Context: an optimization exercise on an open-source flow, tuned for small area and a short achievable clock period. The choices shown serve that exercise and are no tape-out recipe.
At most, simulation tests tie the RTL to the original design; equivalence was not proved.
Function not checked in runs 2 to 4: the RTL went through the layout flow alone.
Power is estimated from default activity; no workload was simulated.

**design/flow/design.v**
```verilog
`timescale 1ns / 1ps
module Console(
    output [6:0]sseg,
    input [3:0]hex,
	 input n_valid   
    );
    assign sseg = (n_valid) ? 7'b1000000:
						(hex == 4'd0) ? 7'b0111111 :
						(hex == 4'd1) ? 7'b0000110 :
						(hex == 4'd2) ? 7'b1011011 :
						(hex == 4'd3) ? 7'b1001111:
						(hex == 4'd4) ? 7'b1100110 :
						(hex == 4'd5) ? 7'b1101101 :
						(hex == 4'd6) ? 7'b1111101 :
						(hex == 4'd7) ? 7'b0000111 :
						(hex == 4'd8) ? 7'b1111111 :
						(hex == 4'd9) ? 7'b1100111 :
						(hex == 4'd10) ? 7'b1110111 :
						(hex == 4'd11) ? 7'b1111100 :
						(hex == 4'd12) ? 7'b0111001 :
						(hex == 4'd13) ? 7'b1011110 :
						(hex == 4'd14) ? 7'b1111001 :
						7'b1110001 ;
endmodule
module Microprocessor(
    output mem_write,
    output mem_read,
    output reg_write,
    output [1:0]op,
    output [6:0]reg_num,
    output [6:0]pc_high,
    output [6:0]pc_low,
    output [7:0]instruction_address,
    output [6:0]rwd_1,
    output [6:0]rwd_0,
    output [1:0]r_symbol,
    input oscillator,
    input reset,
    input [7:0]instruction
    );
    reg [7:0] pc;
    reg [7:0] r [0:3];
    reg       valid;       
    reg [1:0] opc;         
    reg [1:0] rn;          
    reg [7:0] disp;        
    reg [6:0] pch_q, pcl_q;  
    wire [1:0] op_i = instruction[7:6];
    wire [1:0] sa   = instruction[5:4];
    wire [1:0] sb   = instruction[3:2];
    wire [7:0] ra = r[sa];
    wire [7:0] rb = r[sb];
    wire [9:0] qd [0:3];
    genvar k, n;
    generate
        for (k = 0; k < 4; k = k + 1) begin : rq
            assign qd[k][0] = (r[k][7:2] == 6'd63);
            for (n = 1; n < 10; n = n + 1) begin : d
                assign qd[k][n] = (r[k][7:2] == n - 1);
            end
        end
    endgenerate
    wire [9:0] qs = qd[sa];
    wire [1:0] l  = ra[1:0];
    wire       b0p = (l == 2'd3);
    wire       b2m = (l == 2'd0);
    wire       b3m = ~l[1];
    wire [7:0] rs [0:3];
    generate
        for (n = 0; n < 8; n = n + 1) begin : rsel
            assign rs[0][n] = b0p ? qs[n]   : qs[n+1];
            assign rs[1][n] = qs[n+1];
            assign rs[2][n] = b2m ? qs[n+2] : qs[n+1];
            assign rs[3][n] = b3m ? qs[n+2] : qs[n+1];
        end
    endgenerate
    wire [1:0] bk = l + instruction[1:0];
    wire [3:0] bs = 4'b0001 << bk;
    wire       st = (op_i == 2'b10);
    wire [7:0] bd [0:3];            
    generate
        for (k = 0; k < 4; k = k + 1) begin : bank
            wire [7:0] acc [0:8];
            assign acc[0] = 8'd0;
            for (n = 0; n < 8; n = n + 1) begin : row
                localparam integer A = 4 * n + k;
                reg [7:0] w;
                always @(posedge oscillator or posedge reset)
                    if (reset)
                        w <= (A < 16) ? A : 16 - A;
                    else if (st && bs[k] && rs[k][n])
                        w <= rb;
                assign acc[n+1] = acc[n] | ({8{rs[k][n]}} & w);
            end
            assign bd[k] = acc[8];
        end
    endgenerate
    wire [7:0] rdata = ({8{bs[0]}} & bd[0]) | ({8{bs[1]}} & bd[1]) |
                       ({8{bs[2]}} & bd[2]) | ({8{bs[3]}} & bd[3]);
    wire [7:0] g0 = ra & rb;
    wire [7:0] p0 = ra ^ rb;
    wire [7:0] g1, p1, g2, p2, g3;
    generate
        for (n = 0; n < 8; n = n + 1) begin : pfx
            if (n >= 1) begin : l1
                assign g1[n] = g0[n] | (p0[n] & g0[n-1]);
                assign p1[n] = p0[n] & p0[n-1];
            end else begin : l1z
                assign g1[n] = g0[n];
                assign p1[n] = p0[n];
            end
            if (n >= 2) begin : l2
                assign g2[n] = g1[n] | (p1[n] & g1[n-2]);
                assign p2[n] = p1[n] & p1[n-2];
            end else begin : l2z
                assign g2[n] = g1[n];
                assign p2[n] = p1[n];
            end
            if (n >= 4) begin : l3
                assign g3[n] = g2[n] | (p2[n] & g2[n-4]);
            end else begin : l3z
                assign g3[n] = g2[n];
            end
        end
    endgenerate
    wire [7:0] sum = p0 ^ {g3[6:0], 1'b0};
    wire [7:0] wdata = instruction[6] ? rdata : sum;
    wire [1:0] wsel  = instruction[6] ? sb : instruction[1:0];
    wire       wen   = ~instruction[7];
    wire [7:0] pc_p1 = pc + 8'd1;
    wire [7:0] pc_p2 = {pc[7:1] + 7'd1, pc[0]};
    wire [7:0] pc_m1 = pc - 8'd1;
    reg  [7:0] pc_next;
    always @(*) begin
        if (op_i != 2'b11)
            pc_next = pc_p1;
        else case (instruction[1:0])
            2'b00: pc_next = pc_p1;
            2'b01: pc_next = pc_p2;
            2'b10: pc_next = pc_m1;
            default: pc_next = pc;
        endcase
    end
    wire [6:0] pch_d, pcl_d;
    Console c_pch (pch_d, pc_next[7:4], 1'b0);
    Console c_pcl (pcl_d, pc_next[3:0], 1'b0);
    always @(posedge oscillator or posedge reset) begin
        if (reset) begin
            pc <= 8'd0;
            r[0] <= 8'd0; r[1] <= 8'd0; r[2] <= 8'd0; r[3] <= 8'd0;
            valid <= 1'b0;
            pch_q <= 7'h3F; pcl_q <= 7'h3F;    
        end else begin
            pc <= pc_next;
            pch_q <= pch_d; pcl_q <= pcl_d;
            if (wen) r[wsel] <= wdata;
            valid <= wen;
        end
    end
    always @(posedge oscillator) begin
        opc  <= op_i;
        rn   <= wsel;
        disp <= wdata;
    end
    Console c_rwd1(rwd_1,   disp[7:4], ~valid);
    Console c_rwd0(rwd_0,   disp[3:0], ~valid);
    Console c_rn  (reg_num, {2'b00, rn}, ~valid);
    assign pc_high   = pch_q;
    assign pc_low    = pcl_q;
    assign instruction_address = pc;
    assign op        = opc;
    assign mem_write = (opc == 2'b10);
    assign mem_read  = (opc == 2'b01);
    assign reg_write = ~opc[1];
    assign r_symbol  = 2'b11;
endmodule
```
**design/flow/run.sh**
```bash
#!/bin/bash
# synth_recipe.tcl (not shown) runs the flow's synth.tcl, then flattens the netlist and writes it again
# the make line also repeats each setting of config.mk as NAME=value (left out here)
make -C /OpenROAD-flow-scripts/flow DESIGN_CONFIG=/design/flow/config.mk WORK_HOME=/design/flow/orfs CLKGATE_MAP_FILE= SYNTH_SCRIPT=/design/flow/synth_recipe.tcl finish
```
**design/flow/config.mk**
```make
export PLATFORM = sky130hd
export DESIGN_NAME = Microprocessor
export DESIGN_NICKNAME = Microprocessor
export VERILOG_FILES = /design/flow/design.v
export SDC_FILE = /design/flow/constraint.sdc
export NUM_CORES = 4
export LEC_CHECK = 0
export ABC_AREA = 1
export CAP_MARGIN = 20
export CORE_MARGIN = 2
export CORE_UTILIZATION = 58
export CTS_CLUSTER_DIAMETER = 80
export CTS_CLUSTER_SIZE = 30
export SETUP_SLACK_MARGIN = 3.0
export SLEW_MARGIN = 20
export TNS_END_PERCENT = 0
```
**design/flow/constraint.sdc**
```tcl
create_clock -name core_clock -period 6.0 [get_ports {oscillator}]
set_input_delay 1.2000 -clock core_clock [delete_from_list [all_inputs] [get_ports {oscillator}]]
set_output_delay 1.2000 -clock core_clock [all_outputs]
set_load 0.01 [all_outputs]
```
==> results of run 1 <==
==> power groups by stage <==
stage	sequential, mW	clock (mW)	combinational, mW
finish	3.10	1.31	2.44
global route	3.16	1.40	2.70
CTS	3.09	1.33	2.35
detailed placement	3.12	0	2.24
global placement	3.11	0	2.19
floorplan	3.02	0	1.50
==> layout make-up <==
cell class	instances	area share (%)
clock inverter	6	0.402
tap	378	2.53
timing repair buffer	99	5.31
multi-input combinational	1589	42.4
sequential	323	44.0
inverter	138	2.96
clock buffer	22	2.38
timing repair inverter	1	0.0402
==> cells in the final DEF, fill, tap and decap left out, types with 12 or more instances in the layout <==
cell type        count
a21oi_1             27
buf_4               32
clkbuf_16           17
clkdlybuf4s50_1     44
dfrtp_1            174
dfstp_2            136
inv_1              114
inv_2               13
nand2_1            786
nand2_2             46
nand2_4             32
nand3_1            101
nand4_1             37
nor2_1              91
nor2_2              19
nor2_4              12
o21ai_0            168
o21ai_1            127
o21ai_2             23
==> kinds of logic (layout without fill, tap and decap cells) <==
kind of cell	count (synthesis)	after routing	share of synthesized area, %
other cells	1	2	0.0226
flops	323	323	49.5
fa+ha+maj	13	13	1.03
xor+xnor	14	14	0.740
compound gates	407	407	13.6
simple gates	1151	1153	29.2
buf+inv	221	266	5.98
==> critical path, cell delays in order <==
cell and delay [ns]:
buf_4 0.17, inv_4 0.11, nand2_4 0.09, or2_2 0.31
nand2_4 0.10, inv_2 0.06, ha_2 0.18, xor2_2 0.15
or2_4 0.28, nand2_8 0.11, inv_2 0.09, nor2_1 0.11
buf_4 0.19, o21ai_1 0.12, nand2_1 0.10, inv_2 0.05
nand2_2 0.11, nand3_1 0.08, nand2_1 0.09
==> per-stage QoR <==
step	instances	setup slack, ns	power, mW	utilization [%]
2_1_floorplan	2131	0.770	4.52	-
3_3_place_gp	2504	1.14	5.30	62.4
3_5_place_dp	2504	1.07	5.36	62.4
4_1_cts	2548	2.78	6.77	65.9
5_1_grt	2556	2.61	7.26	66.8
6_report	2556	2.76	6.85	66.8
==> state kept, by name, indices dropped and copies added (netlist names) <==
| signal | count |
|---|---|
| bank.row.w | 256 |
| disp | 8 |
| opc | 2 |
| pc | 8 |
| pch_q | 7 |
| pcl_q | 7 |
| r | 32 |
| rn | 2 |
| valid | 1 |
==> final timing paths <==
path	from	endpoint	slack (ns)	cells past startpoint
max	instruction[5]	r[2][3]$_DFFE_PP0P_	2.76	19
min	bank[3].row[2].w[1]$_DFFE_PP1P_	bank[3].row[2].w[1]$_DFFE_PP1P_	0.48	2
max reg2reg	r[1][2]$_DFFE_PP0P_	r[2][1]$_DFFE_PP0P_	3.20	16
min reg2reg	bank[3].row[2].w[1]$_DFFE_PP1P_	bank[3].row[2].w[1]$_DFFE_PP1P_	0.48	2
max in group asynchronous	reset	pch_q[4]$_DFF_PP1_	3.84	3
min in group asynchronous	reset	bank[0].row[4].w[7]$_DFFE_PP0P_	1.16	2
==> routing by layer <==
metal  GRT usage [%]  vias up  share of wire, %
li1                -     6989                 -
met1            45.7     7001                46
met2            47.4      475                46
met3            4.38       70               6.6
met4            7.59        0               2.1
met5               0        -                 0
==> repair_timing <==
action	CTS	global route
pin swaps	16	20
gates cloned	3	1
buffers inserted	13	7
setup endpoints to repair	331	329
resized for setup	141	54
endpoints found under the hold margin	0	0
==> flow_metrics.py, run 1 <==
metrics = {
    "setup_path": {
        "worst_ep_required_time_ns": 6.47,
        "crit_path_max_fanout": 15,
        "critPathKind": "input pin to register",
        "worst_setup_path_start_kind": "input pin",
        "crit_path_end_kind": "register",
        "worst_ep_arrival_time_ns": 3.71,
    },
    "logic_synthesis": {
        "yosys_warnings": 2,
        "synth.avg_cell_area_um2": 7.78,
        "synth_edf_count": 0,
        "synth_area_leaders": "dfrtp_1 (26%), dfstp_2 (22%), nand2_1 (19%)",
        "syn_inst": 2130,
        "post-synth-top-area-fraction_pct": 26.4,
        "ys_seq_elements": 323,
        "postSynth.asyncResetShare_pct": 96.3,
        "seq_area_frac_synth_pct": 49.5,
        "synth.cell_area_um2": 16600,
        "synth_cell_types": 49,
        "synth.most_common_cell": "nand2_1",
        "synthFlopType": "dfrtp_1",
        "yosys-top-cells-count": "nand2_1 (830), o21ai_0 (176), dfrtp_1 (175)",
        "netlist.top_cell.by_area": "dfrtp_1",
    },
    "power_and_ir_drop": {
        "p_int_mw": 4.16,
        "p_per_area_nw_per_um2": 367,
        "comb_power_share_pct": 35.6,
        "switching_power_mw": 2.69,
        "pwr-share-clk_pct": 19.1,
        "seqPwrFrac_pct": 45.3,
        "switching_share_pct": 39.3,
        "cellLeakagePower_nw": 8.49,
        "ir_drop_mv": 0.306,
    },
    "clocking": {
        "cts.clk_slew.worst_paths_ns": 0.11,
        "clockBufferDepth": 3,
        "htree_num_levels": 1,
        "clock-sinks": 323,
        "cts_tree": "done",
        "root_buffer": "clkbuf_16",
        "cts_made_buffers": 16,
        "postCtsHoldBufs": 0,
        "clk_latency_ns": 0.53,
    },
    "floorplan": {
        "core_um2": 27900,
        "fp.dieArea_um2": 29900,
        "die_w_um": 173,
        "start_util_pct": 59.3,
        "io_pins": 60,
        "num_rows": 61,
        "floorplan.die.height_um": 173,
    },
    "grt": {
        "grt_pass1_vias": 13500,
        "grt_pass1_wl_mm": 73.7,
        "grt_usage_pct": 30.6,
        "antenna_found_initial": 0,
        "grt_max_degree": 98,
        "gr-total-overflow": 0,
    },
    "routing": {
        "first_pass_iters": 6,
        "postRouteAntennaNets": 0,
        "vias": 14500,
        "viasPerCell": 5.69,
        "drcViolationCount": 0,
        "wl_per_cell_um": 18.1,
        "drtIter0Drc": 1442,
        "drt_wl_total_mm": 46.3,
    },
    "timing": {
        "period_needed_ns": 3.24,
        "slew_headroom_pct": 45.8,
        "fmax_ghz": 0.309,
        "skew_ns": 0.0259,
        "setup_violations": 0,
        "slew_viol_final": 0,
        "hold_violations": 0,
        "fin_tns_setup_ns": 0,
        "hold_slack_ns": 0.478,
        "worstMarginPinSlew_ns": 0.812,
        "post-route-period-util_pct": 54.0,
        "rsz0062_at_grt": "yes",
    },
    "finish": {
        "diodes": 0,
        "multiInputGateArea_um2": 7920,
        "fillers": 2478,
        "ff_latch_area_um2": 8210,
        "syn_to_final_growth_pct": 12.7,
        "stdcell_area_um2": 18700,
        "nNetsFinal": 2191,
        "drive_gt1_share_pct": 18.8,
    },
    "placement": {
        "numPortBuffers": 57,
        "placed_area_um2": 17400,
        "gp_congestion": 0.929,
        "place_hpwl_mm": 30.9,
    },
    "run": {
        "cap_violations": 0,
    },
    "status": {
        "status": "timing/DRC/antenna clean",
    },
    "min_path": {
        "hp-class": "register to register",
    },
}
==> run 2, diff against run 1 <==
--- a/design/flow/design.v
+++ b/design/flow/design.v
@@ -46,3 +46,3 @@
     reg [7:0] disp;        
-    reg [6:0] pch_q, pcl_q;  
+    reg [6:0] pcl_q;       
     wire [1:0] op_i = instruction[7:6];
@@ -143,4 +143,3 @@
     end
-    wire [6:0] pch_d, pcl_d;
-    Console c_pch (pch_d, pc_next[7:4], 1'b0);
+    wire [6:0] pcl_d;
     Console c_pcl (pcl_d, pc_next[3:0], 1'b0);
@@ -151,6 +150,6 @@
             valid <= 1'b0;
-            pch_q <= 7'h3F; pcl_q <= 7'h3F;    
+            pcl_q <= 7'h3F;                    
         end else begin
             pc <= pc_next;
-            pch_q <= pch_d; pcl_q <= pcl_d;
+            pcl_q <= pcl_d;
             if (wen) r[wsel] <= wdata;
@@ -167,3 +166,3 @@
     Console c_rn  (reg_num, {2'b00, rn}, ~valid);
-    assign pc_high   = pch_q;
+    Console c_pch (pc_high, pc[7:4],   1'b0);
     assign pc_low    = pcl_q;
==> flow_metrics.py, run 2 <==
metrics = {
    "status": {
        "status": "timing/DRC/antenna clean",
    },
    "finish": {
        "fin_util_pct": 68.3,
        "final_common_cell": "nand2_1",
        "largest_register_ff_count": 256,
        "largest-register": "bank.row.w",
        "syn_to_final_growth_pct": 15.9,
        "nNetsFinal": 2268,
        "stdcell_area_um2": 19000,
        "final_cell_mix": "nand2_1 (837), o21ai_0 (250), dfrtp_1 (169)",
        "top_regs": "bank.row.w: 256 flops, r: 32 flops",
        "drive_gt1_share_pct": 19.5,
        "final-instance-count-excl-fill": 2633,
        "diodes": 0,
    },
    "routing": {
        "wl_per_cell_um": 18.0,
        "vias": 14800,
        "drtIter0Drc": 1545,
        "viasPerCell": 5.63,
        "drcViolationCount": 0,
        "first_pass_iters": 5,
        "drt_wl_total_mm": 47.3,
        "postRouteAntennaNets": 0,
    },
    "grt": {
        "grt_pass1_vias": 13300,
        "gr-total-overflow": 0,
        "grt_usage_pct": 31.6,
        "grt_max_degree": 148,
        "grtUsageMet3_pct": 2.91,
        "grt_pass1_wl_mm": 73.2,
        "grt_use_met2_pct": 49.6,
        "antenna_found_initial": 1,
        "grt_most_used_layer": "met2",
        "grt_use_met1_pct": 47.5,
    },
    "timing": {
        "fin_tns_setup_ns": 0,
        "post-route-period-util_pct": 55.4,
        "skew_ns": 0.0266,
        "rsz0062_at_grt": "yes",
        "fmax_ghz": 0.301,
        "slew_viol_final": 0,
        "finalWorstSetupSlack_ns": 2.67,
        "period_needed_ns": 3.33,
        "setup_violations": 0,
        "hold_slack_ns": 0.476,
        "worstMarginPinSlew_ns": 0.911,
        "slew_headroom_pct": 39.2,
        "hold_violations": 0,
    },
    "clocking": {
        "htree_num_levels": 1,
        "clockBufferDepth": 3,
        "cts_made_buffers": 16,
        "clock-sinks": 316,
        "root_buffer": "clkbuf_16",
        "clk_latency_ns": 0.53,
        "cts_tree": "done",
        "cts.clk_slew.worst_paths_ns": 0.11,
        "postCtsHoldBufs": 0,
    },
    "logic_synthesis": {
        "postSynth.asyncResetShare_pct": 96.2,
        "synth_cell_types": 57,
        "syn_inst": 2164,
        "synthFlopType": "dfrtp_1",
        "synth_area_leaders": "dfrtp_1 (27%), dfstp_2 (21%), nand2_1 (20%)",
        "yosys-top-cells-count": "nand2_1 (857), o21ai_0 (263), dfrtp_1 (174)",
        "synth.avg_cell_area_um2": 7.58,
        "yosys_warnings": 2,
        "seq_area_frac_synth_pct": 48.8,
        "synth_edf_count": 0,
        "post-synth-top-area-fraction_pct": 26.5,
        "netlist.top_cell.by_area": "dfrtp_1",
        "ys_seq_elements": 316,
        "synth.cell_area_um2": 16400,
        "synth.most_common_cell": "nand2_1",
    },
    "power_and_ir_drop": {
        "switching_power_mw": 2.81,
        "comb_power_share_pct": 37.0,
        "cellLeakagePower_nw": 8.91,
        "pwr-share-clk_pct": 18.4,
        "switching_share_pct": 39.6,
        "p_int_mw": 4.28,
        "ir_drop_mv": 0.264,
        "p_total_mw": 7.09,
        "seqPwrFrac_pct": 44.7,
        "p_per_area_nw_per_um2": 372,
    },
    "floorplan": {
        "start_util_pct": 58.9,
        "fp.dieArea_um2": 29700,
        "die_w_um": 172,
        "io_pins": 60,
        "num_rows": 61,
        "floorplan.die.height_um": 172,
        "core_um2": 27900,
    },
    "placement": {
        "numPortBuffers": 57,
        "dp_cells": 2529,
        "gp_congestion": 0.973,
        "place_hpwl_mm": 31.4,
        "preCtsSetupSlack_ns": 1.02,
        "placed_area_um2": 17200,
    },
    "setup_path": {
        "worst_ep_arrival_time_ns": 3.77,
        "worst_ep_required_time_ns": 6.45,
        "critPathKind": "input pin to register",
        "crit_chain": "clkbuf_4 -> inv_6 -> nor2_4 -> buf_4 -> nand2_1 -> nand3_1 -> o21a_1 -> inv_1 -> fa_2 -> o21ai_2 -> a21oi_1 -> o21ai_0 -> inv_1 -> or2_2 -> nand3_2 -> nand3_1 -> nand2_1",
        "crit_slowest_cell": "fa_2",
        "worst_setup_path_start_kind": "input pin",
        "crit_buf_inv": 5,
        "crit_family": "simple AND/OR/NAND/NOR gates",
        "crit_path_max_fanout": 6,
        "crit_path_end_kind": "register",
        "max_stage_delay_ns": 0.38,
    },
    "min_path": {
        "hp-class": "register to register",
    },
    "run": {
        "cap_violations": 0,
    },
}
-- run 2: cell types whose count changed after synthesis, moves of 12 or more --
cell	previous run	this run
o21ai_0	176	263
buf_2	5	17
nand2_2	16	49
nand4_1	37	11
nand2_4	18	2
o21ai_1	125	48
o21ai_2	20	0
nand2_1	830	857
-- run 2: tightest hold or removal path: cells and delay by family, from the launching register on --
family / cells / cell delay [ns]
flops: 1 / 0.38
compound gates: 1 / 0.05
simple gates: 1 / 0.05
-- run 2: cell families after synthesis --
group                      count (synthesis)  synth area share [%]
xor gates and xnor gates                  16                 0.854
other                                      1                0.0229
AOI/OAI and AO/OA                        394                  13.1
adders and majority gates                 13                  1.04
and+or+nand+nor                         1194                  30.3
DFF                                      316                  48.8
buffers and inverters                    230                  5.91
-- run 2: what timing repair did --
action	4_1_cts	5_1_grt
buffers inserted	32	33
hold endpoints to repair	0	0
pin swaps	24	45
endpoints found under the setup margin	329	327
gates cloned	3	8
gates resized for setup	132	100
-- run 2: final cells by class --
cell class | instances | area [um2]
clock buffer | 19 | 433
clock inverter | 9 | 100
fill | 2396 | 8830
inverter | 146 | 623
multi-input combinational | 1626 | 8070
sequential | 316 | 8040
tap | 378 | 473
timing repair buffer | 136 | 1260
timing repair inverter | 3 | 26.3
-- run 2: per-layer routing --
layer  routed length, um  vias to the layer above
met5                   0                        -
met4                1490                        0
met2               21300                      524
li1                    -                     7132
met1               21300                     7078
met3                3170                       99
-- run 2: power groups by stage --
stage                     Combinational, mW  Sequential [mW]  Clock, mW
after floorplan                        1.55             3.05          0
after global placement                 2.21             3.18          0
after detailed placement               2.26             3.18          0
after CTS                              2.42             3.15       1.33
after global routing                   2.90             3.22       1.39
final                                  2.62             3.17       1.30
-- run 2: worst paths after layout --
kind | from | endpoint | slack, ns | depth (start not counted)
max reg2reg | r[1][4]$_DFFE_PP0P_ | r[3][0]$_DFFE_PP0P_ | 3.19 | 15
min | bank[3].row[4].w[2]$_DFFE_PP1P_ | bank[3].row[4].w[2]$_DFFE_PP1P_ | 0.48 | 2
max in group asynchronous | reset | bank[0].row[2].w[5]$_DFFE_PP0P_ | 3.67 | 3
max | instruction[2] | r[1][6]$_DFFE_PP0P_ | 2.67 | 17
min reg2reg | bank[3].row[4].w[2]$_DFFE_PP1P_ | bank[3].row[4].w[2]$_DFFE_PP1P_ | 0.48 | 2
min in group asynchronous | reset | bank[1].row[2].w[5]$_DFFE_PP0P_ | 1.12 | 2
==> run 3, diff against run 2 <==
--- a/design/flow/design.v
+++ b/design/flow/design.v
@@ -46,3 +46,3 @@
     reg [7:0] disp;        
-    reg [6:0] pcl_q;       
+    reg [6:0] pch_q, pcl_q;  
     wire [1:0] op_i = instruction[7:6];
@@ -129,2 +129,4 @@
     wire       wen   = ~instruction[7];
+    wire [3:0] wa = {4{op_i == 2'b00}} & (4'b0001 << instruction[1:0]);
+    wire [3:0] wl = {4{op_i == 2'b01}} & (4'b0001 << sb);
     wire [7:0] pc_p1 = pc + 8'd1;
@@ -143,3 +145,4 @@
     end
-    wire [6:0] pcl_d;
+    wire [6:0] pch_d, pcl_d;
+    Console c_pch (pch_d, pc_next[7:4], 1'b0);
     Console c_pcl (pcl_d, pc_next[3:0], 1'b0);
@@ -150,7 +153,10 @@
             valid <= 1'b0;
-            pcl_q <= 7'h3F;                    
+            pch_q <= 7'h3F; pcl_q <= 7'h3F;    
         end else begin
             pc <= pc_next;
-            pcl_q <= pcl_d;
-            if (wen) r[wsel] <= wdata;
+            pch_q <= pch_d; pcl_q <= pcl_d;
+            r[0] <= ({8{wa[0]}} & sum) | ({8{wl[0]}} & rdata) | ({8{~(wa[0] | wl[0])}} & r[0]);
+            r[1] <= ({8{wa[1]}} & sum) | ({8{wl[1]}} & rdata) | ({8{~(wa[1] | wl[1])}} & r[1]);
+            r[2] <= ({8{wa[2]}} & sum) | ({8{wl[2]}} & rdata) | ({8{~(wa[2] | wl[2])}} & r[2]);
+            r[3] <= ({8{wa[3]}} & sum) | ({8{wl[3]}} & rdata) | ({8{~(wa[3] | wl[3])}} & r[3]);
             valid <= wen;
@@ -166,3 +172,3 @@
     Console c_rn  (reg_num, {2'b00, rn}, ~valid);
-    Console c_pch (pc_high, pc[7:4],   1'b0);
+    assign pc_high   = pch_q;
     assign pc_low    = pcl_q;
--- a/design/flow/config.mk
+++ b/design/flow/config.mk
@@ -10,5 +10,5 @@
 export CORE_MARGIN = 2
-export CORE_UTILIZATION = 58
-export CTS_CLUSTER_DIAMETER = 80
-export CTS_CLUSTER_SIZE = 30
+export CORE_UTILIZATION = 55
+export CTS_CLUSTER_DIAMETER = 70
+export CTS_CLUSTER_SIZE = 25
 export SETUP_SLACK_MARGIN = 3.0
==> flow_metrics.py, run 3 <==
metrics = {
    "status": {
        "status": "timing/DRC/antenna clean",
    },
    "power_and_ir_drop": {
        "ir_drop_mv": 0.353,
        "p_total_mw": 8.93,
        "p_per_area_nw_per_um2": 457,
        "cellLeakagePower_nw": 9.21,
    },
    "floorplan": {
        "io_pins": 60,
        "start_util_pct": 55.5,
        "num_rows": 64,
        "floorplan.die.height_um": 179,
        "die_w_um": 179,
        "fp.dieArea_um2": 32100,
        "core_um2": 30300,
    },
    "timing": {
        "fin_tns_setup_ns": 0,
        "slew_headroom_pct": 48.4,
        "slew_viol_final": 0,
        "rsz0062_at_grt": "yes",
        "post-route-period-util_pct": 53.6,
        "fmax_ghz": 0.311,
        "period_needed_ns": 3.22,
        "skew_ns": 0.0444,
        "hold_violations": 0,
        "setup_violations": 0,
        "worstMarginPinSlew_ns": 0.768,
    },
    "finish": {
        "fillers": 2692,
        "largest_register_ff_count": 256,
        "final_cell_mix": "nand2_1 (683), o21ai_0 (256), inv_1 (199)",
        "largest-register": "bank.row.w",
        "syn_to_final_growth_pct": 16.0,
        "diodes": 0,
        "top_regs": "bank.row.w: 256 flops, r: 32 flops",
        "nNetsFinal": 2314,
        "final_common_cell": "nand2_1",
        "drive_gt1_share_pct": 17.6,
    },
    "min_path": {
        "hp-class": "register to register",
        "min_path_cells": 2,
        "hp-start": "bank[2].row[5].w[6]$_DFFE_PP1P_",
        "min_to": "bank[2].row[5].w[6]$_DFFE_PP1P_",
    },
    "setup_path": {
        "rr_endpoint": "bank[3].row[7].w[2]$_DFFE_PP0P_",
        "worstReg2RegStart": "r[1][0]$_DFF_PP0_",
        "rrSetupSlack_ns": 3.26,
        "worst_ep_required_time_ns": 6.43,
        "worst_ep_arrival_time_ns": 3.65,
        "rr_worst_depth": 14,
        "critPathKind": "input pin to register",
        "crit_path_end_kind": "register",
        "crit_path_max_fanout": 16,
        "worst_setup_path_start_kind": "input pin",
    },
    "logic_synthesis": {
        "synthAdderAreaFrac_pct": 1.01,
        "synthFlopType": "dfrtp_1",
        "synth_simple_gate_area_share_pct": 27.3,
        "synth-compound-area-share_pct": 15.3,
        "synth.cell_area_um2": 16900,
        "synth.most_common_cell": "nand2_1",
        "yosys-top-cells-count": "nand2_1 (733), o21ai_0 (272), inv_1 (206)",
        "yosys_warnings": 2,
        "netlist.top_cell.by_area": "dfrtp_1",
        "post-synth-top-area-fraction_pct": 26.0,
        "seq_area_frac_synth_pct": 48.6,
        "muxShareOfSynthArea_pct": 0,
        "synth.avg_cell_area_um2": 7.56,
        "ys_seq_elements": 323,
        "synth_top_family_by_area": "simple AND/OR/NAND/NOR gates",
        "synth_cell_types": 48,
        "syn_inst": 2230,
        "synth_edf_count": 0,
        "synth_area_leaders": "dfrtp_1 (26%), dfstp_2 (21%), nand2_1 (16%)",
        "postSynth.asyncResetShare_pct": 96.3,
        "synthXorXnorAreaFrac_pct": 0.831,
    },
    "placement": {
        "place_hpwl_mm": 33.8,
        "gp_congestion": 1.01,
        "numPortBuffers": 57,
    },
    "routing": {
        "wl_per_cell_um": 18.7,
        "vias": 15400,
        "drcViolationCount": 0,
        "viasPerCell": 5.71,
        "drt_wl_total_mm": 50.6,
        "first_pass_iters": 6,
        "drtIter0Drc": 1554,
        "postRouteAntennaNets": 0,
    },
    "grt": {
        "grt_pass1_vias": 13900,
        "antenna_found_initial": 0,
        "grt_pass1_wl_mm": 78.2,
        "grt_usage_pct": 31.6,
        "gr-total-overflow": 0,
        "grt_max_degree": 185,
    },
    "run": {
        "cap_violations": 0,
    },
    "clocking": {
        "cts_tree": "done",
        "cts_made_buffers": 22,
        "htree_num_levels": 1,
        "clk_latency_ns": 0.57,
        "root_buffer": "clkbuf_16",
        "clock-sinks": 323,
        "clockBufferDepth": 3,
        "postCtsHoldBufs": 0,
        "cts.clk_slew.worst_paths_ns": 0.10,
    },
}
[run 3: worst max path at each step]
stage	start	to	slack [ns]	cells after the start
after floorplan	reset	bank[0].row[0].w[0]$_DFFE_PP0P_	0.77	1
final	instruction[4]	bank[3].row[7].w[2]$_DFFE_PP0P_	2.78	16
after detailed placement	instruction[2]	r[3][6]$_DFF_PP0_	0.81	19
after global placement	instruction[2]	r[1][6]$_DFF_PP0_	0.82	19
after CTS	disp[7]$_DFF_P_	rwd_1[0]	2.77	6
after global routing	instruction[4]	bank[3].row[1].w[3]$_DFFE_PP0P_	2.66	16
[run 3: metrics by stage]
step / cells / area [um2] / utilization (%) / worst slack, ns / hold slack, ns
finish: 2703 / 19600 / 64.5 / 2.78 / 0.477
global route: 2703 / 19600 / 64.5 / 2.66 / 0.492
CTS: 2691 / 19200 / 63.4 / 2.77 / 0.480
detailed placement: 2626 / 17800 / 58.6 / 0.811 / 0.465
global placement: 2626 / 17800 / 58.6 / 0.821 / 0.461
floorplan: 2231 / 16900 / - / 0.770 / 0.450
[run 3: routing by layer]
layer | up-vias | GRT usage, % | routed length [um]
li1 | 7403 | - | -
met1 | 7331 | 45.8 | 22400
met2 | 595 | 49.4 | 23100
met3 | 104 | 3.88 | 3390
met4 | 0 | 10.3 | 1760
met5 | - | 0 | 0
[run 3: critical path, cell delays in order]
cell,delay (ns)
buf_4,0.17
inv_4,0.09
o21ai_0,0.21
nand3_2,0.15
nand2_4,0.14
inv_2,0.07
ha_2,0.17
xor2_1,0.15
or2_1,0.29
nand2_4,0.13
inv_2,0.12
nor3_4,0.25
buf_12,0.19
nand3_4,0.15
nand2_1,0.09
o21ai_0,0.08
[run 3: logic make-up after synthesis]
kind of cell | Yosys count
and+or+nand+nor | 1102
AOI/OAI and AO/OA | 480
DFF | 323
buffers and inverters | 295
xor gates and xnor gates | 16
adders and majority gates | 13
other | 1
[run 3: what timing repair did]
action                                  CTS  global route
endpoints found under the setup margin  327           331
pin swaps                                 9             5
buffers inserted                         24             8
gates resized for setup                 163            61
gates cloned                              1             3
[run 3: report_power, final]
group / switching, mW / internal (mW)
Sequential: 0.457 / 3.10
Clock: 0.858 / 0.749
Combinational: 2.50 / 1.27
[run 3: area by class of cell]
cell class,instances,area [um2],share of cell area [%]
clock buffer,26,587,3.00
tap,396,495,2.53
multi-input combinational,1615,8110,41.4
clock inverter,14,160,0.819
timing repair buffer,111,1150,5.87
inverter,218,856,4.38
sequential,323,8210,42.0
==> run 4, diff against run 3 <==
--- a/design/flow/design.v
+++ b/design/flow/design.v
@@ -99,29 +99,3 @@
                        ({8{bs[2]}} & bd[2]) | ({8{bs[3]}} & bd[3]);
-    wire [7:0] g0 = ra & rb;
-    wire [7:0] p0 = ra ^ rb;
-    wire [7:0] g1, p1, g2, p2, g3;
-    generate
-        for (n = 0; n < 8; n = n + 1) begin : pfx
-            if (n >= 1) begin : l1
-                assign g1[n] = g0[n] | (p0[n] & g0[n-1]);
-                assign p1[n] = p0[n] & p0[n-1];
-            end else begin : l1z
-                assign g1[n] = g0[n];
-                assign p1[n] = p0[n];
-            end
-            if (n >= 2) begin : l2
-                assign g2[n] = g1[n] | (p1[n] & g1[n-2]);
-                assign p2[n] = p1[n] & p1[n-2];
-            end else begin : l2z
-                assign g2[n] = g1[n];
-                assign p2[n] = p1[n];
-            end
-            if (n >= 4) begin : l3
-                assign g3[n] = g2[n] | (p2[n] & g2[n-4]);
-            end else begin : l3z
-                assign g3[n] = g2[n];
-            end
-        end
-    endgenerate
-    wire [7:0] sum = p0 ^ {g3[6:0], 1'b0};
+    wire [7:0] sum = ra + rb;
     wire [7:0] wdata = instruction[6] ? rdata : sum;
@@ -129,4 +103,2 @@
     wire       wen   = ~instruction[7];
-    wire [3:0] wa = {4{op_i == 2'b00}} & (4'b0001 << instruction[1:0]);
-    wire [3:0] wl = {4{op_i == 2'b01}} & (4'b0001 << sb);
     wire [7:0] pc_p1 = pc + 8'd1;
@@ -157,6 +129,3 @@
             pch_q <= pch_d; pcl_q <= pcl_d;
-            r[0] <= ({8{wa[0]}} & sum) | ({8{wl[0]}} & rdata) | ({8{~(wa[0] | wl[0])}} & r[0]);
-            r[1] <= ({8{wa[1]}} & sum) | ({8{wl[1]}} & rdata) | ({8{~(wa[1] | wl[1])}} & r[1]);
-            r[2] <= ({8{wa[2]}} & sum) | ({8{wl[2]}} & rdata) | ({8{~(wa[2] | wl[2])}} & r[2]);
-            r[3] <= ({8{wa[3]}} & sum) | ({8{wl[3]}} & rdata) | ({8{~(wa[3] | wl[3])}} & r[3]);
+            if (wen) r[wsel] <= wdata;
             valid <= wen;
==> flow_metrics.py, run 4 <==
metrics = {
    "floorplan": {
        "start_util_pct": 55.8,
        "io_pins": 60,
        "core_um2": 29600,
        "num_rows": 63,
        "fp.dieArea_um2": 31400,
        "floorplan.die.height_um": 177,
        "die_w_um": 177,
    },
    "logic_synthesis": {
        "seq_area_frac_synth_pct": 49.7,
        "synth-compound-area-share_pct": 12.3,
        "postSynth.asyncResetShare_pct": 96.3,
        "syn_inst": 2186,
        "synth_cell_types": 52,
        "synthXorXnorAreaFrac_pct": 0.743,
        "synthFlopType": "dfrtp_1",
        "synth.most_common_cell": "nand2_1",
        "synthAdderAreaFrac_pct": 1.03,
        "synth_simple_gate_area_share_pct": 30.9,
        "post-synth-top-area-fraction_pct": 26.5,
        "netlist.top_cell.by_area": "dfrtp_1",
        "yosys_warnings": 2,
        "yosys-top-cells-count": "nand2_1 (857), o21ai_0 (237), dfrtp_1 (175)",
        "synth.cell_area_um2": 16500,
        "synth.avg_cell_area_um2": 7.55,
        "synth_area_leaders": "dfrtp_1 (27%), dfstp_2 (22%), nand2_1 (19%)",
        "synth_top_family_by_area": "simple AND/OR/NAND/NOR gates",
        "ys_seq_elements": 323,
        "muxShareOfSynthArea_pct": 0,
        "synth_edf_count": 0,
    },
    "setup_path": {
        "worst_ep_arrival_time_ns": 2.04,
        "crit_path_max_fanout": 5,
        "crit_path_end_kind": "output port",
        "rr_worst_depth": 17,
        "worst_ep_required_time_ns": 4.80,
        "worst_setup_path_start_kind": "register",
        "critPathKind": "register to output port",
    },
    "clocking": {
        "clk_latency_ns": 0.56,
        "root_buffer": "clkbuf_16",
        "postCtsHoldBufs": 0,
        "htree_num_levels": 1,
        "clockBufferDepth": 3,
        "cts_made_buffers": 22,
        "cts_tree": "done",
        "cts.clk_slew.worst_paths_ns": 0.09,
        "clock-sinks": 323,
    },
    "grt": {
        "gr-total-overflow": 0,
        "antenna_found_initial": 1,
        "grt_usage_pct": 30.4,
        "grt_pass1_vias": 13800,
        "grt_pass1_wl_mm": 75.1,
        "grt_max_degree": 159,
    },
    "min_path": {
        "hp-class": "register to register",
        "min_path_cells": 2,
    },
    "finish": {
        "fin_util_pct": 64.9,
        "top_regs": "bank.row.w: 256 flops, r: 32 flops",
        "final_common_cell": "nand2_1",
        "largest-register": "bank.row.w",
        "syn_to_final_growth_pct": 16.2,
        "final_cell_mix": "nand2_1 (829), o21ai_0 (231), dfrtp_1 (174)",
        "drive_gt1_share_pct": 18.4,
        "diodes": 0,
        "stdcell_area_um2": 19200,
        "largest_register_ff_count": 256,
        "final-instance-count-excl-fill": 2660,
        "nNetsFinal": 2277,
    },
    "timing": {
        "hold_violations": 0,
        "setup_violations": 0,
        "worstMarginPinSlew_ns": 0.917,
        "skew_ns": 0.0339,
        "fin_tns_setup_ns": 0,
        "post-route-period-util_pct": 53.9,
        "slew_viol_final": 0,
        "fmax_ghz": 0.309,
        "finalWorstSetupSlack_ns": 2.76,
        "rsz0062_at_grt": "yes",
        "hold_slack_ns": 0.475,
        "period_needed_ns": 3.24,
        "slew_headroom_pct": 38.9,
    },
    "placement": {
        "preCtsSetupSlack_ns": 1.04,
        "gp_congestion": 0.904,
        "dp_cells": 2568,
        "numPortBuffers": 57,
        "place_hpwl_mm": 31.3,
        "placed_area_um2": 17400,
    },
    "routing": {
        "viasPerCell": 5.58,
        "wl_per_cell_um": 17.8,
        "postRouteAntennaNets": 0,
        "drt_wl_total_mm": 47.5,
        "drcViolationCount": 0,
        "drtIter0Drc": 1507,
        "vias": 14800,
        "first_pass_iters": 8,
    },
    "status": {
        "status": "timing/DRC/antenna clean",
    },
    "power_and_ir_drop": {
        "p_per_area_nw_per_um2": 421,
        "p_total_mw": 8.07,
        "ir_drop_mv": 0.333,
        "cellLeakagePower_nw": 9.13,
    },
    "run": {
        "cap_violations": 0,
    },
}
run 4: cell count changes after synthesis, sizes merged, moves of 6 or more:
cell    previous run  this run
nand2            754       894
inv              212       134
o21ai            370       306
o22ai             50        15
nand3            166       133
nor2             151       170
o221ai             9         1
and2               0         6
nand4              8        14
run 4: path summary, 6_finish.rpt:
kind,to,slack [ns],startpoint
worst max-delay path,rwd_1[2],2.76,disp[4]$_DFF_P_
worst min-delay path,bank[3].row[0].w[1]$_DFFE_PP1P_,0.47,bank[3].row[0].w[1]$_DFFE_PP1P_
worst max register to register,r[3][1]$_DFFE_PP0P_,3.21,r[1][2]$_DFFE_PP0P_
worst min register to register,bank[3].row[0].w[1]$_DFFE_PP1P_,0.47,bank[3].row[0].w[1]$_DFFE_PP1P_
max in group asynchronous,valid$_DFF_PP0_,3.62,reset
min in group asynchronous,bank[2].row[5].w[0]$_DFFE_PP0P_,1.08,reset
run 4: timing repair:
item / in CTS / in global routing
cloned: 3 / 2
pin swaps: 14 / 18
endpoints found under the setup margin: 330 / 330
gates resized for setup: 135 / 78
setup buffers: 21 / 26
endpoints found under the hold margin: 0 / 0
run 4: where the power goes:
group | internal, mW | total, mW | switching, mW
registers | 2.93 | 3.39 | 0.458
logic | 1.05 | 3.02 | 1.98
clock network | 0.779 | 1.65 | 0.875
run 4: cell type report:
| cell class | instances | area (um2) |
|---|---|---|
| clock buffers | 24 | 558 |
| clock inverters | 16 | 234 |
| fillers | 2564 | 10400 |
| inverters | 139 | 598 |
| multi-input cells | 1651 | 8040 |
| flip-flops and latches | 323 | 8200 |
| well taps | 390 | 488 |
| repair buffers | 115 | 1040 |
| repair inverters | 2 | 15.0 |
run 4: critical path: stages, from the launching register on:
cell and delay (ns):
dfxtp_2 0.36, inv_1 0.15, nand3_1 0.15, nor2_1 0.12, inv_1 0.04, a31oi_1 0.12
clkdlybuf4s50_1 0.56
run 4: metal layers:
metal | part of all wire, % | routed length (um) | track usage (%)
met5 | 0 | 0 | 0
met1 | 46 | 21600 | 45.1
met2 | 44 | 21000 | 46.3
met4 | 3.2 | 1530 | 8.95
met3 | 7.0 | 3340 | 4.57
run 4: cell families (layout without fill, tap and decap cells):
logic type / Yosys count / count (layout)
flops: 323 / 323
compound gates: 379 / 380
other cells: 1 / 2
simple gates: 1240 / 1242
fa+ha+maj: 13 / 13
buf+inv: 216 / 296
xor+xnor: 14 / 14
==> run 5, diff against run 4 <==
--- a/design/flow/design.v
+++ b/design/flow/design.v
@@ -99,3 +99,29 @@
                        ({8{bs[2]}} & bd[2]) | ({8{bs[3]}} & bd[3]);
-    wire [7:0] sum = ra + rb;
+    wire [7:0] g0 = ra & rb;
+    wire [7:0] p0 = ra ^ rb;
+    wire [7:0] g1, p1, g2, p2, g3;
+    generate
+        for (n = 0; n < 8; n = n + 1) begin : pfx
+            if (n >= 1) begin : l1
+                assign g1[n] = g0[n] | (p0[n] & g0[n-1]);
+                assign p1[n] = p0[n] & p0[n-1];
+            end else begin : l1z
+                assign g1[n] = g0[n];
+                assign p1[n] = p0[n];
+            end
+            if (n >= 2) begin : l2
+                assign g2[n] = g1[n] | (p1[n] & g1[n-2]);
+                assign p2[n] = p1[n] & p1[n-2];
+            end else begin : l2z
+                assign g2[n] = g1[n];
+                assign p2[n] = p1[n];
+            end
+            if (n >= 4) begin : l3
+                assign g3[n] = g2[n] | (p2[n] & g2[n-4]);
+            end else begin : l3z
+                assign g3[n] = g2[n];
+            end
+        end
+    endgenerate
+    wire [7:0] sum = p0 ^ {g3[6:0], 1'b0};
     wire [7:0] wdata = instruction[6] ? rdata : sum;
==> design/flow/flow/run.sh (new file) <==
#!/bin/bash
# Layout flow: the standard flow (standard.sh), except that the ports are
# buffered with plain buf_1 cells instead of the delay cells buffer_ports picks
# by default, and clock tree synthesis adds no dummy loads.
# Its full output goes to layout.log here; ORFS's own logs are in orfs/logs.
set -euo pipefail
export BUFFER_PORTS_ARGS="-buffer_cell sky130_fd_sc_hd__buf_1"
export CTS_ARGS="-sink_clustering_enable -repair_clock_nets -sink_clustering_size 25 -sink_clustering_max_diameter 70 -dont_use_dummy_load"
bash standard.sh finish > layout.log 2>&1
==> design/flow/standard.sh (new file) <==
#!/bin/bash
# synth_recipe.tcl (not shown) runs the flow's synth.tcl, then flattens the netlist and writes it again
# the make line also repeats each setting of config.mk as NAME=value (left out here)
make -C /OpenROAD-flow-scripts/flow DESIGN_CONFIG=/design/flow/config.mk WORK_HOME=/design/flow/orfs CLKGATE_MAP_FILE= SYNTH_SCRIPT=/design/flow/synth_recipe.tcl "${@:-finish}"
--- a/design/flow/config.mk
+++ b/design/flow/config.mk
@@ -10,3 +10,3 @@
 export CORE_MARGIN = 2
-export CORE_UTILIZATION = 55
+export CORE_UTILIZATION = 58
 export CTS_CLUSTER_DIAMETER = 70
removed: design/flow/run.sh
==> flow_metrics.py, run 5 <==
metrics = {
    "grt": {
        "gr-total-overflow": 0,
        "grt_max_degree": 188,
        "grt_usage_pct": 31.3,
        "antenna_found_initial": 2,
        "grt_pass1_wl_mm": 74.6,
        "grt_pass1_vias": 13600,
    },
    "power_and_ir_drop": {
        "pwr-share-clk_pct": 20.5,
        "switching_share_pct": 39.0,
        "p_total_mw": 7.02,
        "switching_power_mw": 2.74,
        "cellLeakagePower_nw": 8.50,
        "ir_drop_mv": 0.277,
        "seqPwrFrac_pct": 44.4,
        "p_int_mw": 4.28,
        "comb_power_share_pct": 35.2,
        "p_per_area_nw_per_um2": 374,
    },
    "logic_synthesis": {
        "synth.most_common_cell": "nand2_1",
        "synth_edf_count": 0,
        "synthAdderAreaFrac_pct": 1.03,
        "synth_cell_types": 49,
        "seq_area_frac_synth_pct": 49.5,
        "synthXorXnorAreaFrac_pct": 0.740,
        "yosys_warnings": 2,
        "ys_seq_elements": 323,
        "syn_inst": 2130,
        "synth_simple_gate_area_share_pct": 29.2,
        "synth_area_leaders": "dfrtp_1 (26%), dfstp_2 (22%), nand2_1 (19%)",
        "yosys-top-cells-count": "nand2_1 (830), o21ai_0 (176), dfrtp_1 (175)",
        "synth-compound-area-share_pct": 13.6,
        "netlist.top_cell.by_area": "dfrtp_1",
        "postSynth.asyncResetShare_pct": 96.3,
        "synth.cell_area_um2": 16600,
        "synth.avg_cell_area_um2": 7.78,
        "post-synth-top-area-fraction_pct": 26.4,
        "synthFlopType": "dfrtp_1",
        "synth_top_family_by_area": "simple AND/OR/NAND/NOR gates",
        "muxShareOfSynthArea_pct": 0,
    },
    "timing": {
        "period_needed_ns": 3.21,
        "rsz0062_at_grt": "yes",
        "slew_headroom_pct": 24.7,
        "slew_viol_final": 0,
        "skew_ns": 0.0572,
        "post-route-period-util_pct": 53.5,
        "finalWorstSetupSlack_ns": 2.79,
        "fmax_ghz": 0.312,
        "hold_violations": 0,
        "worstMarginPinSlew_ns": 1.13,
        "setup_violations": 0,
        "fin_tns_setup_ns": 0,
    },
    "routing": {
        "drcViolationCount": 0,
        "met3_length_mm": 4.01,
        "first_pass_iters": 7,
        "vias": 14800,
        "route.met2.wl_mm": 21.5,
        "viasPerCell": 5.77,
        "wl_per_cell_um": 18.8,
        "postRouteAntennaNets": 0,
        "wl_met1_mm": 21.0,
        "highest_layer": "met5",
        "drt_wl_total_mm": 48.1,
        "drtIter0Drc": 1696,
    },
    "setup_path": {
        "crit_slowest_cell": "nor2_1",
        "path_common_cell": "nand2_1",
        "rr_worst_depth": 18,
        "worstReg2RegStart": "r[1][2]$_DFFE_PP0P_",
        "crit_chain": "buf_6 -> inv_4 -> buf_4 -> nand3_1 -> nand2_1 -> nand2_1 -> nand2_1 -> nand2_4 -> nor2_1 -> buf_6 -> nand2_2 -> inv_1 -> nand2_1 -> nand2_1 -> nor2_1 -> nand2_1 -> nand2_1 -> nand2_1 -> a21oi_1 -> nand2_1 -> nand3_1 -> nand2_1",
        "critPathKind": "input pin to register",
        "crit_path_end_kind": "register",
        "worst_ep_arrival_time_ns": 3.63,
        "worst_ep_required_time_ns": 6.43,
        "rr_endpoint": "r[0][0]$_DFFE_PP0P_",
        "max_stage_delay_ns": 0.19,
        "crit_buf_inv": 5,
        "worst_setup_path_start_kind": "input pin",
        "rrSetupSlack_ns": 3.14,
        "crit_family": "simple AND/OR/NAND/NOR gates",
        "crit_path_max_fanout": 21,
    },
    "finish": {
        "stdcell_area_um2": 18700,
        "nNetsFinal": 2213,
        "top_regs": "bank.row.w: 256 flops, r: 32 flops",
        "drive_gt1_share_pct": 19.7,
        "final_common_cell": "nand2_1",
        "ff_latch_area_um2": 8200,
        "multiInputGateArea_um2": 7970,
        "diodes": 0,
        "largest_register_ff_count": 256,
        "final_cell_mix": "nand2_1 (781), dfrtp_1 (174), o21ai_0 (167)",
        "largest-register": "bank.row.w",
        "fillers": 2423,
        "syn_to_final_growth_pct": 13.2,
    },
    "clocking": {
        "htree_num_levels": 1,
        "root_buffer": "clkbuf_16",
        "postCtsHoldBufs": 0,
        "clockBufferDepth": 3,
        "cts_made_buffers": 24,
        "cts.clk_slew.worst_paths_ns": 0.07,
        "clk_latency_ns": 0.56,
        "cts_tree": "done",
        "clock-sinks": 323,
    },
    "floorplan": {
        "start_util_pct": 59.3,
        "floorplan.die.height_um": 173,
        "die_w_um": 173,
        "num_rows": 61,
        "fp.dieArea_um2": 29900,
        "io_pins": 60,
        "core_um2": 27900,
    },
    "placement": {
        "gp_congestion": 0.917,
        "place_hpwl_mm": 30.8,
        "placed_area_um2": 17000,
        "numPortBuffers": 57,
        "preCtsSetupSlack_ns": 1.29,
    },
    "status": {
        "status": "timing/DRC/antenna clean",
    },
    "run": {
        "cap_violations": 0,
    },
    "min_path": {
        "hp-start": "bank[2].row[7].w[1]$_DFFE_PP1P_",
        "min_path_cells": 2,
        "min_to": "bank[2].row[7].w[1]$_DFFE_PP1P_",
        "hp-class": "register to register",
    },
}
-- run 5: cell types whose count changed in the layout (fill, tap and decap cells not counted), sizes merged, moves of 24 or more --
cell	previous run	this run
nor2	172	122
nand4	14	38
buf	62	107
clkdlybuf4s50	42	0
nand2	894	864
nand3	133	105
-- run 5: stage by stage --
step,util [%],hold slack (ns),cells
2_1_floorplan,-,0.449,2131
4_1_cts,65.9,0.473,2554
3_5_place_dp,60.9,0.464,2498
3_3_place_gp,60.9,0.461,2498
5_1_grt,67.1,0.483,2566
6_report,67.1,0.470,2566
-- run 5: logic make-up after synthesis --
| group | after synthesis |
|---|---|
| other | 1 |
| adder cells (fa/ha/maj) | 13 |
| buffers and inverters | 221 |
| AO/OA/AOI/OAI | 407 |
| AND/OR/NAND/NOR | 1151 |
| XOR/XNOR | 14 |
| flip-flops | 323 |
-- run 5: worst max-delay path by stage --
stage	startpoint	depth (start not counted)	slack, ns	endpoint
detailed placement	instruction[2]	20	1.29	r[0][7]$_DFFE_PP0P_
global route	instruction[4]	18	2.70	r[3][3]$_DFFE_PP0P_
CTS	instruction[2]	20	2.79	r[0][7]$_DFFE_PP0P_
global placement	instruction[2]	20	1.34	r[3][7]$_DFFE_PP0P_
floorplan	reset	1	0.77	bank[0].row[0].w[0]$_DFFE_PP0P_
finish	instruction[4]	22	2.79	r[0][0]$_DFFE_PP0P_
-- run 5: power groups by stage --
stage | Sequential (mW) | Combinational (mW) | Clock (mW)
2_1_floorplan | 3.02 | 1.50 | 0
3_3_place_gp | 3.13 | 2.03 | 0
3_5_place_dp | 3.13 | 2.07 | 0
4_1_cts | 3.10 | 2.31 | 1.46
5_1_grt | 3.17 | 2.72 | 1.53
6_report | 3.11 | 2.47 | 1.44
-- run 5: cell type report --
cell class              count  area share (%)
inverters                 138            3.00
multi-input cells        1588            42.5
flip-flops and latches    323            43.7
repair inverters            1          0.0400
repair buffers            114            5.02
well taps                 378            2.52
clock buffers              24            3.20
-- run 5: worst register-to-register path: stages, from the launching register on --
cell      delay [ns]
dfrtp_1         0.40
inv_1           0.10
a21oi_1         0.34
nor2_1          0.11
nor2_2          0.16
nor2_1          0.08
buf_4           0.20
nand2_1         0.11
clkinv_2        0.15
nand2_1         0.09
nand2_1         0.05
nor2_1          0.19
nand2_1         0.09
nand2_1         0.08
nand2_1         0.06
a21oi_1         0.19
nand2_1         0.18
nand3_1         0.11
nand2_1         0.06
-- run 5: layer usage --
metal | track usage, % | vias up
li1 | - | 7037
met1 | 45.6 | 7031
met2 | 48.0 | 613
met3 | 5.23 | 120
met4 | 9.75 | 2
met5 | 0 | -
-- run 5: repair_timing --
action / CTS / global route
gates resized for setup: 135 / 59
buffers inserted: 27 / 11
cloned: 5 / 1
hold endpoints to repair: 0 / 0
pin swaps: 28 / 29
setup endpoints to repair: 321 / 328
==> run 6, diff against run 5 <==
--- a/design/flow/flow/run.sh
+++ b/design/flow/flow/run.sh
@@ -7,3 +7,3 @@
 export BUFFER_PORTS_ARGS="-buffer_cell sky130_fd_sc_hd__buf_1"
-export CTS_ARGS="-sink_clustering_enable -repair_clock_nets -sink_clustering_size 25 -sink_clustering_max_diameter 70 -dont_use_dummy_load"
+export CTS_ARGS="-sink_clustering_enable -repair_clock_nets -sink_clustering_size 30 -sink_clustering_max_diameter 80 -dont_use_dummy_load"
 bash standard.sh finish > layout.log 2>&1
--- a/design/flow/config.mk
+++ b/design/flow/config.mk
@@ -11,4 +11,4 @@
 export CORE_UTILIZATION = 58
-export CTS_CLUSTER_DIAMETER = 70
-export CTS_CLUSTER_SIZE = 25
+export CTS_CLUSTER_DIAMETER = 80
+export CTS_CLUSTER_SIZE = 30
 export SETUP_SLACK_MARGIN = 3.0
==> flow_metrics.py, run 6 <==
metrics = {
    "floorplan": {
        "num_rows": 61,
        "fp.dieArea_um2": 29900,
        "start_util_pct": 59.3,
        "io_pins": 60,
        "core_um2": 27900,
        "die_w_um": 173,
        "floorplan.die.height_um": 173,
    },
    "routing": {
        "drtIter0Drc": 1456,
        "first_pass_iters": 5,
        "drcViolationCount": 0,
        "drt_wl_total_mm": 48.0,
        "postRouteAntennaNets": 0,
        "vias": 14800,
        "wl_per_cell_um": 18.7,
        "viasPerCell": 5.75,
    },
    "power_and_ir_drop": {
        "cellLeakagePower_nw": 8.60,
        "p_int_mw": 4.09,
        "pwr-share-clk_pct": 17.2,
        "seqPwrFrac_pct": 45.7,
        "ir_drop_mv": 0.276,
        "switching_power_mw": 2.72,
        "p_total_mw": 6.80,
        "p_per_area_nw_per_um2": 361,
        "switching_share_pct": 40.0,
        "comb_power_share_pct": 37.1,
    },
    "setup_path": {
        "worst-path-stages": 18,
        "crit_path_max_fanout": 15,
        "crit_path_end": "r[1][2]$_DFFE_PP0P_",
        "rr_endpoint": "pch_q[6]$_DFF_PP0_",
        "path_common_cell": "nand2_1",
        "crit_slowest_cell": "or2_2",
        "worst_ep_required_time_ns": 6.40,
        "max_stage_delay_ns": 0.30,
        "critPathKind": "input pin to register",
        "rr_worst_depth": 15,
        "crit_path_end_kind": "register",
        "crit_family": "simple AND/OR/NAND/NOR gates",
        "rrSetupSlack_ns": 3.16,
        "worst_ep_arrival_time_ns": 3.62,
        "worst_setup_path_start_kind": "input pin",
        "worstReg2RegStart": "pc[2]$_DFF_PP0_",
        "crit_buf_inv": 4,
        "startpoint": "instruction[5]",
        "crit_chain": "buf_8 -> inv_8 -> nand2_4 -> or2_2 -> nand2_4 -> inv_4 -> ha_4 -> xor2_2 -> or2_4 -> nand2_8 -> buf_12 -> nor2_4 -> nand2_1 -> nand2_1 -> a21oi_1 -> nand2_1 -> nand3_1 -> nand2_1",
    },
    "grt": {
        "grt_pass1_wl_mm": 73.9,
        "grt_usage_pct": 30.9,
        "grt_max_degree": 188,
        "grt_pass1_vias": 13500,
        "antenna_found_initial": 0,
        "gr-total-overflow": 0,
    },
    "logic_synthesis": {
        "synth.most_common_cell": "nand2_1",
        "synth.cell_area_um2": 16600,
        "ys_seq_elements": 323,
        "post-synth-top-area-fraction_pct": 26.4,
        "postSynth.asyncResetShare_pct": 96.3,
        "netlist.top_cell.by_area": "dfrtp_1",
        "synthFlopType": "dfrtp_1",
        "yosys_warnings": 2,
        "seq_area_frac_synth_pct": 49.5,
        "yosys-top-cells-count": "nand2_1 (830), o21ai_0 (176), dfrtp_1 (175)",
        "synth.avg_cell_area_um2": 7.78,
        "synth_cell_types": 49,
        "synth_area_leaders": "dfrtp_1 (26%), dfstp_2 (22%), nand2_1 (19%)",
        "synth_edf_count": 0,
        "syn_inst": 2130,
    },
    "timing": {
        "hold_slack_ns": 0.477,
        "skew_ns": 0.0522,
        "period_needed_ns": 3.22,
        "hold_violations": 0,
        "fin_tns_setup_ns": 0,
        "slew_viol_final": 0,
        "slew_headroom_pct": 27.0,
        "rsz0062_at_grt": "yes",
        "finalWorstSetupSlack_ns": 2.78,
        "setup_violations": 0,
        "fmax_ghz": 0.310,
        "post-route-period-util_pct": 53.7,
        "worstMarginPinSlew_ns": 1.09,
    },
    "placement": {
        "preCtsSetupSlack_ns": 1.29,
        "numPortBuffers": 57,
        "place_hpwl_mm": 30.8,
        "gp_congestion": 0.917,
        "dp_cells": 2498,
    },
    "finish": {
        "final_cell_mix": "nand2_1 (777), dfrtp_1 (175), o21ai_0 (166)",
        "final_common_cell": "nand2_1",
        "drive_gt1_share_pct": 20.4,
        "top_regs": "bank.row.w: 256 flops, r: 32 flops",
        "diodes": 0,
        "syn_to_final_growth_pct": 13.7,
        "largest_register_ff_count": 256,
        "nNetsFinal": 2216,
        "largest-register": "bank.row.w",
        "final-instance-count-excl-fill": 2569,
    },
    "clocking": {
        "clock-sinks": 323,
        "htree_num_levels": 1,
        "cts.clk_slew.worst_paths_ns": 0.09,
        "clockBufferDepth": 3,
        "cts_made_buffers": 16,
        "clk_latency_ns": 0.53,
        "cts_tree": "done",
        "root_buffer": "clkbuf_16",
    },
    "min_path": {
        "hp-class": "register to register",
    },
    "run": {
        "cap_violations": 0,
    },
    "status": {
        "status": "timing/DRC/antenna clean",
    },
}
==> run 6: cell types whose count changed in the layout (fill, tap and decap cells not counted), moves of 3 or more <==
cell / change
nand2_2: -9
nand2_1: -4
buf_4: +5
inv_4: +4
clkbuf_16: -8
clkinvlp_4: -3
nand2_4: +14
nand3_1: -6
nand3_2: +5
==> run 6: how the worst min path moves through the flow <==
stage	startpoint	to	cells after the start
after floorplan	r[2][6]$_DFFE_PP0P_	r[2][6]$_DFFE_PP0P_	2
after global placement	bank[2].row[3].w[1]$_DFFE_PP1P_	bank[2].row[3].w[1]$_DFFE_PP1P_	2
after detailed placement	bank[2].row[3].w[2]$_DFFE_PP1P_	bank[2].row[3].w[2]$_DFFE_PP1P_	2
after CTS	bank[2].row[7].w[1]$_DFFE_PP1P_	bank[2].row[7].w[1]$_DFFE_PP1P_	2
after global routing	bank[2].row[7].w[1]$_DFFE_PP1P_	bank[2].row[7].w[1]$_DFFE_PP1P_	2
final	bank[2].row[7].w[1]$_DFFE_PP1P_	bank[2].row[7].w[1]$_DFFE_PP1P_	2
==> run 6: power groups by stage <==
stage,Sequential [mW],Combinational (mW),Clock (mW)
2_1_floorplan,3.02,1.50,0
3_3_place_gp,3.13,2.03,0
3_5_place_dp,3.13,2.07,0
4_1_cts,3.09,2.30,1.19
5_1_grt,3.16,2.78,1.26
6_report,3.11,2.53,1.17
==> run 6: area by class of cell <==
cell class                      instances  area, um2
Sequential cell                       323       8190
Tap cell                              378        473
Inverter                              138        571
Timing Repair Buffer                  124       1050
Multi-Input combinational cell       1589       8140
Clock buffer                           16        400
Timing Repair inverter                  1       7.51
Fill cell                            2397       9100
==> run 6: metrics by stage <==
stage | instance area, um2 | util [%]
2_1_floorplan | 16600 | -
3_3_place_gp | 17000 | 60.9
3_5_place_dp | 17000 | 60.9
4_1_cts | 18200 | 65.0
5_1_grt | 18800 | 67.4
6_report | 18800 | 67.4
==> run 6: metal layers <==
layer  vias up  GRT usage [%]  wire, um
li1       7040              -         -
met1      7045           45.9     21000
met2       587           47.2     21800
met3        95           4.02      3820
met4         0           9.78      1450
met5         -              0         0
==> run 6: worst reg2reg max path, delay by kind of cell (launching register included) <==
kind / cells / cell delay (ns)
AOI/OAI and AO/OA: 2 / 0.38
xor gates and xnor gates: 1 / 0.18
adders and majority gates: 1 / 0.26
buffers and inverters: 3 / 0.49
DFF: 1 / 0.56
and+or+nand+nor: 8 / 0.89
==> run 6: cells by family (layout without fill, tap and decap cells) <==
group                    Yosys count  after routing  share of synthesized area (%)
AO/OA/AOI/OAI                    407            407                           13.6
XOR/XNOR                          14             14                          0.740
adder cells (fa/ha/maj)           13             13                           1.03
buffers and inverters            221            279                           5.98
flip-flops                       323            323                           49.5
other                              1              2                         0.0226
AND/OR/NAND/NOR                 1151           1153                           29.2
==> run 6: what timing repair did <==
item / CTS / global route
pin swaps: 29 / 57
resized for setup: 136 / 107
setup buffers: 24 / 23
hold buffers: 0 / 0
setup endpoints to repair: 316 / 328
gates cloned: 5 / 3

-- port drivers added, routing unchanged --
How much do the figures lean on ideal ports? The routed layouts below were timed once more, with nothing changed but the port constraints. Step 1: set_driving_cell puts a clkbuf_16 on oscillator and a buf_2 on each other input, an assumption about the parent block. Step 2 also shifts input and output timing later by t, the mid clock arrival at the registers, as if the neighbouring blocks saw the same clock. Slacks: ideal / step 1 / step 2; pairs: ideal / step 1.
run | t (ns) | slack for setup (ns) | pins driven straight from the clock port
run 1 | 0.575 | 2.762 / 2.729 / 2.221 | 1
run 2 | 0.567 | 2.675 / 2.692 / 2.135 | 1
run 3 | 0.603 | 2.783 / 2.734 / 2.195 | 1
run 4 | 0.594 | 2.764 / 2.711 / 2.201 | 1
run 5 | 0.584 | 2.793 / 2.807 / 2.224 | 1
run 6 | 0.554 | 2.777 / 2.787 / 2.233 | 1
After both steps every run listed still meets setup and hold. For run 3, which loses most, drivers alone change the setup slack by -0.049 ns; drivers and shift together by -0.588 ns.
